This design comes from an exercise in tuning for small area and a short achievable clock period on the open sky130 flow, not from production work.
Function was checked by simulation only, so behaviour that the tests miss may differ from the original.
Power figures rest on the tool's default switching activity, not on a simulated workload.

Setup of build 60:
// int_backend
module int_backend (
    input  wire        clk,
    input  wire        rst_aL,
    input  wire        flush,
    output wire        dispatch_ready,
    input  wire        dispatch_valid,
    input  wire [189:0] dispatch_data,
    input  wire        ld_broadcast_valid,
    input  wire [3:0]  ld_broadcast_rob_id,
    input  wire [31:0] ld_broadcast_reg_data,
    output wire        issue_valid,
    output wire [3:0]  issue_rob_id,
    output wire        execute_valid,
    output wire        alu_broadcast_valid,
    output wire [3:0]  alu_broadcast_rob_id,
    output wire [31:0] alu_broadcast_reg_data,
    output wire        alu_npc_wb_valid,
    output wire        alu_npc_mispred,
    output wire [31:0] alu_npc
);
Size in the first run: ~8300 cells after synthesis, about 310 I/O pins, roughly 74000 µm² of cells after synthesis.
Settings: LEC_CHECK=0, CAP_MARGIN=20, CELL_PAD_IN_SITES_DETAIL_PLACEMENT=1, CELL_PAD_IN_SITES_GLOBAL_PLACEMENT=2, CORE_MARGIN=2, CORE_UTILIZATION=40, GPL_ROUTABILITY_DRIVEN=0, GPL_TIMING_DRIVEN=1, PLACE_DENSITY=0.55, SLEW_MARGIN=20, TNS_END_PERCENT=2; clock period 24.0 ns.
standard.sh (not shown) runs the stock make flow with config.mk's settings and CLKGATE_MAP_FILE= SYNTH_SCRIPT=/design/flow/synth_recipe.tcl, a recipe that flattens the netlist after the stock synthesis.
==> flow/flow/run.sh <==
#!/bin/bash
# The standard layout (standard.sh: the standard flow's synthesis script and ORFS),
# with these changes to how the layout is made:
#  - synthesis leaves adders to Yosys's parallel-prefix mapping and abc
#    instead of extracting full/half-adder cells (ADDER_MAP_FILE empty);
#    registers, their names and cell types are unchanged;
#  - timing repair aims past the clock (setup over-fix margin), so the tools
#    size and buffer the design for speed instead of stopping at 24 ns;
#  - the port buffers are plain buffer cells instead of delay cells;
#  - clock tree: larger sink clusters on clkbuf_8, no dummy loads.
# The SDC (clock period, I/O delays, loads) is the standard flow's, unchanged.
# Each tool's full log is under orfs/logs/; make's output is in make_standard.log.
set -euo pipefail
export ADDER_MAP_FILE=
export SETUP_SLACK_MARGIN=17
export BUFFER_PORTS_ARGS="-buffer_cell sky130_fd_sc_hd__buf_2"
export CTS_ARGS="-sink_clustering_enable -repair_clock_nets -sink_clustering_size 18 -sink_clustering_max_diameter 70 -buf_list sky130_fd_sc_hd__clkbuf_8 -dont_use_dummy_load"
bash standard.sh > make_standard.log 2>&1
--- input diff build 60..build 74 ---
Settings: TNS_END_PERCENT changed from 2 to 1.
-- flow/flow/run.sh --
<<< build 60, line 14
export ADDER_MAP_FILE=
export SETUP_SLACK_MARGIN=17
export BUFFER_PORTS_ARGS="-buffer_cell sky130_fd_sc_hd__buf_2"
>>> build 74, line 14
export ADDER_MAP_FILE=
export SETUP_SLACK_MARGIN=18
export BUFFER_PORTS_ARGS="-buffer_cell sky130_fd_sc_hd__buf_2"
## What came out
Sort build 74 and build 60 by wire length of the first global-routing pass, ascending, and build 60 comes first. The run with more setup slack is build 60; build 74 has less. Final period utilization of build 74 is on par with build 60. Compared with build 60, in build 74 finished layout cell area stayed essentially flat; detail-routed via count per cell stayed essentially flat; post-route worst hold slack stayed essentially flat; tap cell instance count stayed essentially flat.
Modified inputs, build 5 compared to build 74
-- flow/flow/run.sh --
<<< build 74, line 14
export ADDER_MAP_FILE=
export SETUP_SLACK_MARGIN=18
export BUFFER_PORTS_ARGS="-buffer_cell sky130_fd_sc_hd__buf_2"
>>> build 5, line 14
export ADDER_MAP_FILE=
export SETUP_SLACK_MARGIN=17
export BUFFER_PORTS_ARGS="-buffer_cell sky130_fd_sc_hd__buf_2"
--- outcome ---
- Build 5 completed; timing, DRC and antenna clean
- Number of cells in the finished layout apart from fillers: higher on build 74
- Build 5: end-of-flow core utilization lower than build 74
- Looking at build 5 and build 74, the routed wire length is a wash.
- Delta (build 5 minus build 74): die outline height saw little to no change, total power saw a decrease, flop-to-flop setup slack saw an increase, proportion of power drawn by flip-flops and latches saw an increase.
- Design area (build 5 over build 74): decrease, 320 µm²
- The higher total global-route track usage came out of build 74.
- Build 5 ended up with a higher maximum frequency than build 74 did.
What build 43 does differently from build 5 at the input level:
Settings: TNS_END_PERCENT changed from 1 to 3; GPL_ROUTABILITY_DRIVEN changed from 0 to 1.
-- flow/flow/run.sh --
<<< build 5, line 16
export BUFFER_PORTS_ARGS="-buffer_cell sky130_fd_sc_hd__buf_2"
export CTS_ARGS="-sink_clustering_enable -repair_clock_nets -sink_clustering_size 18 -sink_clustering_max_diameter 70 -buf_list sky130_fd_sc_hd__clkbuf_8 -dont_use_dummy_load"
bash standard.sh > make_standard.log 2>&1
>>> build 43, line 16
export BUFFER_PORTS_ARGS="-buffer_cell sky130_fd_sc_hd__buf_2"
export CTS_ARGS="-sink_clustering_enable -repair_clock_nets -sink_clustering_size 14 -sink_clustering_max_diameter 60 -buf_list sky130_fd_sc_hd__clkbuf_8 -dont_use_dummy_load"
bash standard.sh > make_standard.log 2>&1
Notes after the runs:
- Leakage dissipation was lower in build 5 than in build 43.
- Clock network area share came out higher on build 43 than on build 5.
- Looking at final cell count across build 43 and build 5, the one that comes out lower is build 5.
- Switching share of total power was lower in the run labelled build 43.
The inputs of build 40 differ from those of build 43 as listed below.
Settings: a change of GPL_ROUTABILITY_DRIVEN from 1 to 0; a change of TNS_END_PERCENT from 3 to 0.
-- flow/flow/run.sh --
<<< build 43, line 16
export BUFFER_PORTS_ARGS="-buffer_cell sky130_fd_sc_hd__buf_2"
export CTS_ARGS="-sink_clustering_enable -repair_clock_nets -sink_clustering_size 14 -sink_clustering_max_diameter 60 -buf_list sky130_fd_sc_hd__clkbuf_8 -dont_use_dummy_load"
bash standard.sh > make_standard.log 2>&1
>>> build 40, line 16
export BUFFER_PORTS_ARGS="-buffer_cell sky130_fd_sc_hd__buf_2"
export CTS_ARGS="-sink_clustering_enable -repair_clock_nets -sink_clustering_size 18 -sink_clustering_max_diameter 70 -buf_list sky130_fd_sc_hd__clkbuf_8 -dont_use_dummy_load"
bash standard.sh > make_standard.log 2>&1
## What came out
Of build 43 and build 40, the run reporting the higher setup slack of the critical path after layout was build 43.
Diff build 43 -> build 40: post-layout instance area went down by about 1%; global-route usage saw a decrease; total power went down; area of placed instances closely matched the old numbers.
Compared to build 43, the router laid down less metal wire for build 40.
Build 40 vs build 43: share of the clock period used by the worst path after layout up in build 40
alu_broadcast_reg_data[0] as the endpoint of the most critical setup path was reported by build 40, and hi1_q[9] by build 43.
Share of synthesized cell area in full adder, half adder and majority cells came out exactly the same in build 43 and build 40.

## static timing again, ports no longer ideal
The results above use ideal ports. As a check the final layouts listed here were re-extracted and re-timed, cells and wires unchanged. Step 1, drivers: a clkbuf_16 drives clk and a buf_2 each remaining input, both assumed. Step 2 also shifts input and output timing later by t, the mid clock arrival at the registers, as if the neighbouring blocks saw the same clock. a / b / c = ideal / step 1 / step 2; a / b = the first two.
run | t, ns | setup slack, ns | hold slack, ns
build 60 | 1.011 | 16.342 / 16.244 / 15.410 | 0.500 / 0.500 / 0.500
build 74 | 1.008 | 16.321 / 16.231 / 15.310 | 0.502 / 0.502 / 0.502
build 5 | 0.997 | 16.409 / 16.338 / 15.467 | 0.506 / 0.506 / 0.506
build 43 | 1.018 | 16.401 / 16.332 / 15.314 | 0.503 / 0.503 / 0.503
build 40 | 1.051 | 16.314 / 16.222 / 15.308 | 0.496 / 0.496 / 0.496
After both steps setup and hold are still met in every run listed. For build 43, which loses most, drivers alone change the setup slack by -0.069 ns; drivers and shift together by -1.087 ns.
